Source: an optimization exercise on an open RTL-to-GDS flow (aim: small area). Production flows keep margins and buffers that such runs may drop.
Where RTL was checked, it was by simulation tests only, not by an equivalence proof against the original.
Power figures rest on the tool's default switching activity, not on a simulated workload.

==> inputs of run P <==
// domaze_logic
module domaze_logic(iResetn, iClock, switch_up_down, skip_to_hardest,
                    mv_left, mv_vert, mv_right,
                    oX, oY, oColour, oPlot,
                    hundreds, tens, ones, percent,
                    address_title_1, q_title_1,
                    address_title_2, q_title_2,
                    address_frame_1, q_frame_1,
                    address_frame_2, q_frame_2,
                    address_frame_3, q_frame_3,
                    address_frame_4, q_frame_4,
                    address_frame_5, q_frame_5,
                    address_frame_6, q_frame_6,
                    address_frame_7, q_frame_7,
                    address_frame_8, q_frame_8,
                    address_frame_9, q_frame_9,
                    address_frame_10, q_frame_10,
                    address_frame_11, q_frame_11,
                    address_frame_12, q_frame_12,
                    address_frame_13, q_frame_13,
                    address_frame_14, q_frame_14,
                    address_frame_15, q_frame_15,
                    address_frame_16, q_frame_16,
                    address_over, q_over,
                    address_end, q_end,
                    key_data, key_en);
export LEC_CHECK = 0
export CAP_MARGIN = 20
export CORE_MARGIN = 2
export CORE_UTILIZATION = 40
export SLEW_MARGIN = 20
create_clock -name core_clock -period 20.0 [get_ports {iClock}]
standard.sh (not shown) runs the stock make flow with config.mk's settings and CLKGATE_MAP_FILE= SYNTH_SCRIPT=/design/flow/synth_recipe.tcl, a recipe that flattens the netlist after the stock synthesis.
==> flow/flow/run.sh <==
#!/bin/bash
# Layout flow: the standard ORFS flow, with the port buffers made of the
# smallest buffer cell and a clock tree built from small clock buffers.
set -euo pipefail
export BUFFER_PORTS_ARGS="-buffer_cell sky130_fd_sc_hd__buf_1"
export CTS_ARGS="-sink_clustering_enable -repair_clock_nets -dont_use_dummy_load -buf_list sky130_fd_sc_hd__clkbuf_8 -root_buf sky130_fd_sc_hd__clkbuf_8 -sink_clustering_size 16 -sink_clustering_max_diameter 50"
bash standard.sh finish > standard_flow.log 2>&1
==> run F (differences from run P) <==
--- a/flow/design.v
+++ b/flow/design.v
@@ -255,55 +255,62 @@
    end
    always @(posedge iClock) begin
       if (rst | (lvl_init & ~pic[4])) cu <= 6'd0;    
       else if (drawing) cu <= cu + 6'd1;
    end
-   wire t_end = (tcnt == 16'h487D);
-   wire [15:0] t_step = {tcnt[14:0], tcnt[15] ^ tcnt[13] ^ tcnt[12] ^ tcnt[10]};
-   reg pend;
-   reg [2:0] hund_n;
-   reg [3:0] tens_n, ones_n;
-   always @(*) begin
-      hund_n = hund; tens_n = tens; ones_n = ones;
-      if (ones != 4'd0) ones_n = ones - 4'd1;
-      else if (tens != 4'd0) begin tens_n = tens - 4'd1; ones_n = 4'd9; end
-      else if (hund != 3'd0) begin hund_n = hund - 3'd1; tens_n = 4'd9; ones_n = 4'd9; end
-   end
-   wire [10:0] dn = {hund_n, tens_n, ones_n};
-   wire thr1 = (dn == {3'd0, 4'd6, 4'd3}) | (dn == {3'd0, 4'd5, 4'd6}) | (dn == {3'd0, 4'd4, 4'd9}) |
-               (dn == {3'd0, 4'd4, 4'd2}) | (dn == {3'd0, 4'd3, 4'd5}) | (dn == {3'd0, 4'd2, 4'd8}) |
-               (dn == {3'd0, 4'd2, 4'd1}) | (dn == {3'd0, 4'd1, 4'd4}) | (dn == {3'd0, 4'd0, 4'd7}) |
-               (dn == 11'd0);
-   wire thr2 = (dn == {3'd3, 4'd2, 4'd4}) | (dn == {3'd2, 4'd8, 4'd8}) | (dn == {3'd2, 4'd5, 4'd2}) |
-               (dn == {3'd2, 4'd1, 4'd6}) | (dn == {3'd1, 4'd8, 4'd0}) | (dn == {3'd1, 4'd4, 4'd4}) |
-               (dn == {3'd1, 4'd0, 4'd8}) | (dn == {3'd0, 4'd7, 4'd2}) | (dn == {3'd0, 4'd3, 4'd6}) |
-               (dn == 11'd0);
-   wire thr3 = (ones_n == 4'd0) & ((tens_n == 4'd0) | (tens_n == 4'd5));
-   wire thr = l1 ? thr1 : l2 ? thr2 : thr3;
    always @(posedge iClock) begin
       if (rst) begin
-         tcnt <= 16'hFFFF;
+         tcnt <= 16'd49999;
          hund <= 3'd0; tens <= 4'd0; ones <= 4'd0;
          percent <= 10'd0;
-         pend <= 1'b0;
       end else if (lvl_init) begin
-         tcnt <= 16'hFFFF;
+         tcnt <= 16'd49999;
          hund <= (pic == 5'd5) ? 3'd0 : (pic == 5'd10) ? 3'd3 : 3'd5;
          tens <= (pic == 5'd5) ? 4'd7 : (pic == 5'd10) ? 4'd6 : 4'd0;
          ones <= 4'd0;
          percent <= 10'h3ff;
-         pend <= 1'b0;
       end else if (en_timer) begin
-         if (t_end) begin
-            tcnt <= 16'hFFFF;
-            hund <= hund_n; tens <= tens_n; ones <= ones_n;
-            pend <= thr;
+         if (tcnt == 16'd0) begin
+            tcnt <= 16'd49999;
+            if (ones != 4'd0) ones <= ones - 4'd1;
+            else if (tens != 4'd0) begin tens <= tens - 4'd1; ones <= 4'd9; end
+            else if (hund != 3'd0) begin hund <= hund - 3'd1; tens <= 4'd9; ones <= 4'd9; end
+         end else tcnt <= tcnt - 16'd1;
+         if (l1) begin
+            if      (tens == 4'd6 & ones == 4'd3) percent[9] <= 1'b0;
+            else if (tens == 4'd5 & ones == 4'd6) percent[8] <= 1'b0;
+            else if (tens == 4'd4 & ones == 4'd9) percent[7] <= 1'b0;
+            else if (tens == 4'd4 & ones == 4'd2) percent[6] <= 1'b0;
+            else if (tens == 4'd3 & ones == 4'd5) percent[5] <= 1'b0;
+            else if (tens == 4'd2 & ones == 4'd8) percent[4] <= 1'b0;
+            else if (tens == 4'd2 & ones == 4'd1) percent[3] <= 1'b0;
+            else if (tens == 4'd1 & ones == 4'd4) percent[2] <= 1'b0;
+            else if (tens == 4'd0 & ones == 4'd7) percent[1] <= 1'b0;
+            else if (tens == 4'd0 & ones == 4'd0) percent[0] <= 1'b0;
+         end else if (l2) begin
+            if      (hund == 3'd3 & tens == 4'd2 & ones == 4'd4) percent[9] <= 1'b0;
+            else if (hund == 3'd2 & tens == 4'd8 & ones == 4'd8) percent[8] <= 1'b0;
+            else if (hund == 3'd2 & tens == 4'd5 & ones == 4'd2) percent[7] <= 1'b0;
+            else if (hund == 3'd2 & tens == 4'd1 & ones == 4'd6) percent[6] <= 1'b0;
+            else if (hund == 3'd1 & tens == 4'd8 & ones == 4'd0) percent[5] <= 1'b0;
+            else if (hund == 3'd1 & tens == 4'd4 & ones == 4'd4) percent[4] <= 1'b0;
+            else if (hund == 3'd1 & tens == 4'd0 & ones == 4'd8) percent[3] <= 1'b0;
+            else if (hund == 3'd0 & tens == 4'd7 & ones == 4'd2) percent[2] <= 1'b0;
+            else if (hund == 3'd0 & tens == 4'd3 & ones == 4'd6) percent[1] <= 1'b0;
+            else if (hund == 3'd0 & tens == 4'd0 & ones == 4'd0) percent[0] <= 1'b0;
          end else begin
-            tcnt <= t_step;
-            pend <= 1'b0;
+            if      (hund == 3'd4 & tens == 4'd5 & ones == 4'd0) percent[9] <= 1'b0;
+            else if (hund == 3'd4 & tens == 4'd0 & ones == 4'd0) percent[8] <= 1'b0;
+            else if (hund == 3'd3 & tens == 4'd5 & ones == 4'd0) percent[7] <= 1'b0;
+            else if (hund == 3'd3 & tens == 4'd0 & ones == 4'd0) percent[6] <= 1'b0;
+            else if (hund == 3'd2 & tens == 4'd5 & ones == 4'd0) percent[5] <= 1'b0;
+            else if (hund == 3'd2 & tens == 4'd0 & ones == 4'd0) percent[4] <= 1'b0;
+            else if (hund == 3'd1 & tens == 4'd5 & ones == 4'd0) percent[3] <= 1'b0;
+            else if (hund == 3'd1 & tens == 4'd0 & ones == 4'd0) percent[2] <= 1'b0;
+            else if (hund == 3'd0 & tens == 4'd5 & ones == 4'd0) percent[1] <= 1'b0;
+            else if (hund == 3'd0 & tens == 4'd0 & ones == 4'd0) percent[0] <= 1'b0;
          end
-         if (pend) percent <= {1'b0, percent[9:1]};
       end
    end
 endmodule
 module maze_rom(input [1:0] lv, input [5:0] x, input [5:0] y, output w);
    reg t;
==> flow/run.sh (new file) <==
#!/bin/bash
# synth_recipe.tcl (not shown) runs the flow's synth.tcl, then flattens the netlist and writes it again
# the make line also repeats each setting of config.mk as NAME=value (left out here)
make -C /OpenROAD-flow-scripts/flow DESIGN_CONFIG=/design/flow/config.mk WORK_HOME=/design/flow/orfs CLKGATE_MAP_FILE= SYNTH_SCRIPT=/design/flow/synth_recipe.tcl finish
==> flow/config.mk (replaced) <==
export PLATFORM = sky130hd
export DESIGN_NAME = domaze_logic
export DESIGN_NICKNAME = domaze_logic
export VERILOG_FILES = /design/flow/design.v
export SDC_FILE = /design/flow/constraint.sdc
export NUM_CORES = 4
export LEC_CHECK = 0
export ABC_AREA = 1
export CAP_MARGIN = 20
export CORE_MARGIN = 2
export CORE_UTILIZATION = 40
export SLEW_MARGIN = 20
removed: flow/flow/run.sh
removed: flow/standard.sh
==> summary of the runs <==
Run F ran to the end with no violations. Run P completed without violations.
Between run P and run F, the lower register-to-register slack is in run P (gap 0.56 ns).
First-iteration DRC count: run F is larger than run P (about 3.5%).
Between run F and run P, the lower synthesized cell count is in run P (gap about 32%, measured against run P).
Against run P, the worst hold slack of run F is better by 0.0055 ns.
Against run F, the sequential cell count of run P is higher by 1.
Of run F and run P, run F has the higher clock-buffer cell count (gap 10).
In run P the total power is smaller than in run F, by 37%.
==> figures <==
quantity                                                run P      run F
N_taps                                                    696        765
Mean number of vias per cell                             6.43       5.57
Run status                   no timing/DRC/antenna violations  no timing/DRC/antenna violations
Fmax                                                0.130 GHz  0.123 GHz
Hold WS                                              0.458 ns   0.464 ns
Worst-case register-to-register setup slack          12.90 ns   13.46 ns
Final Cycle Share                                       38.6%      40.8%
Max VDD drop                                          61.8 uV    97.5 uV
Metal1 wirelength                                    39900 um   44700 um
Final sequential cell count                               313        312
Dpl cell area                                       23700 um2  28200 um2
Met2 Resource Use GR                                    55.4%      58.7%
Area fraction of clock buffers and clock inverters      1.99%      4.24%
GRT met1 Usage                                          44.2%      45.1%
Switching power summed over all nets                  1.19 mW    1.96 mW
The RTL of run P was laid out without a check of its function.

[what the ideal ports hide]
In the flow no input, the clock included, has a driving cell. The finished layouts below were timed again as built, in two steps. Step 1 assumes that a clkbuf_16 drives the clock port and a buf_2 every other input. Step 2 moves the port delays by t, midway between the first and last clock arrival at a register: inputs arrive t later, outputs are due t later. That takes back most of the time a late clock gives input paths. a / b / c = ideal / step 1 / step 2; a / b = the first two.
| run | t, ns | slack for setup (ns) | worst setup path at the end | slew at the worst register clock pin (ns) | pins driven straight from the clock port |
|---|---|---|---|---|---|
| run P | 0.653 | 12.290 / 12.242 / 12.896 | register to output | 0.10 / 0.10 | 1 |
| run F | 0.630 | 11.846 / 11.785 / 12.415 | register to output | 0.07 / 0.07 | 1 |
After both steps every run listed still meets setup and hold.
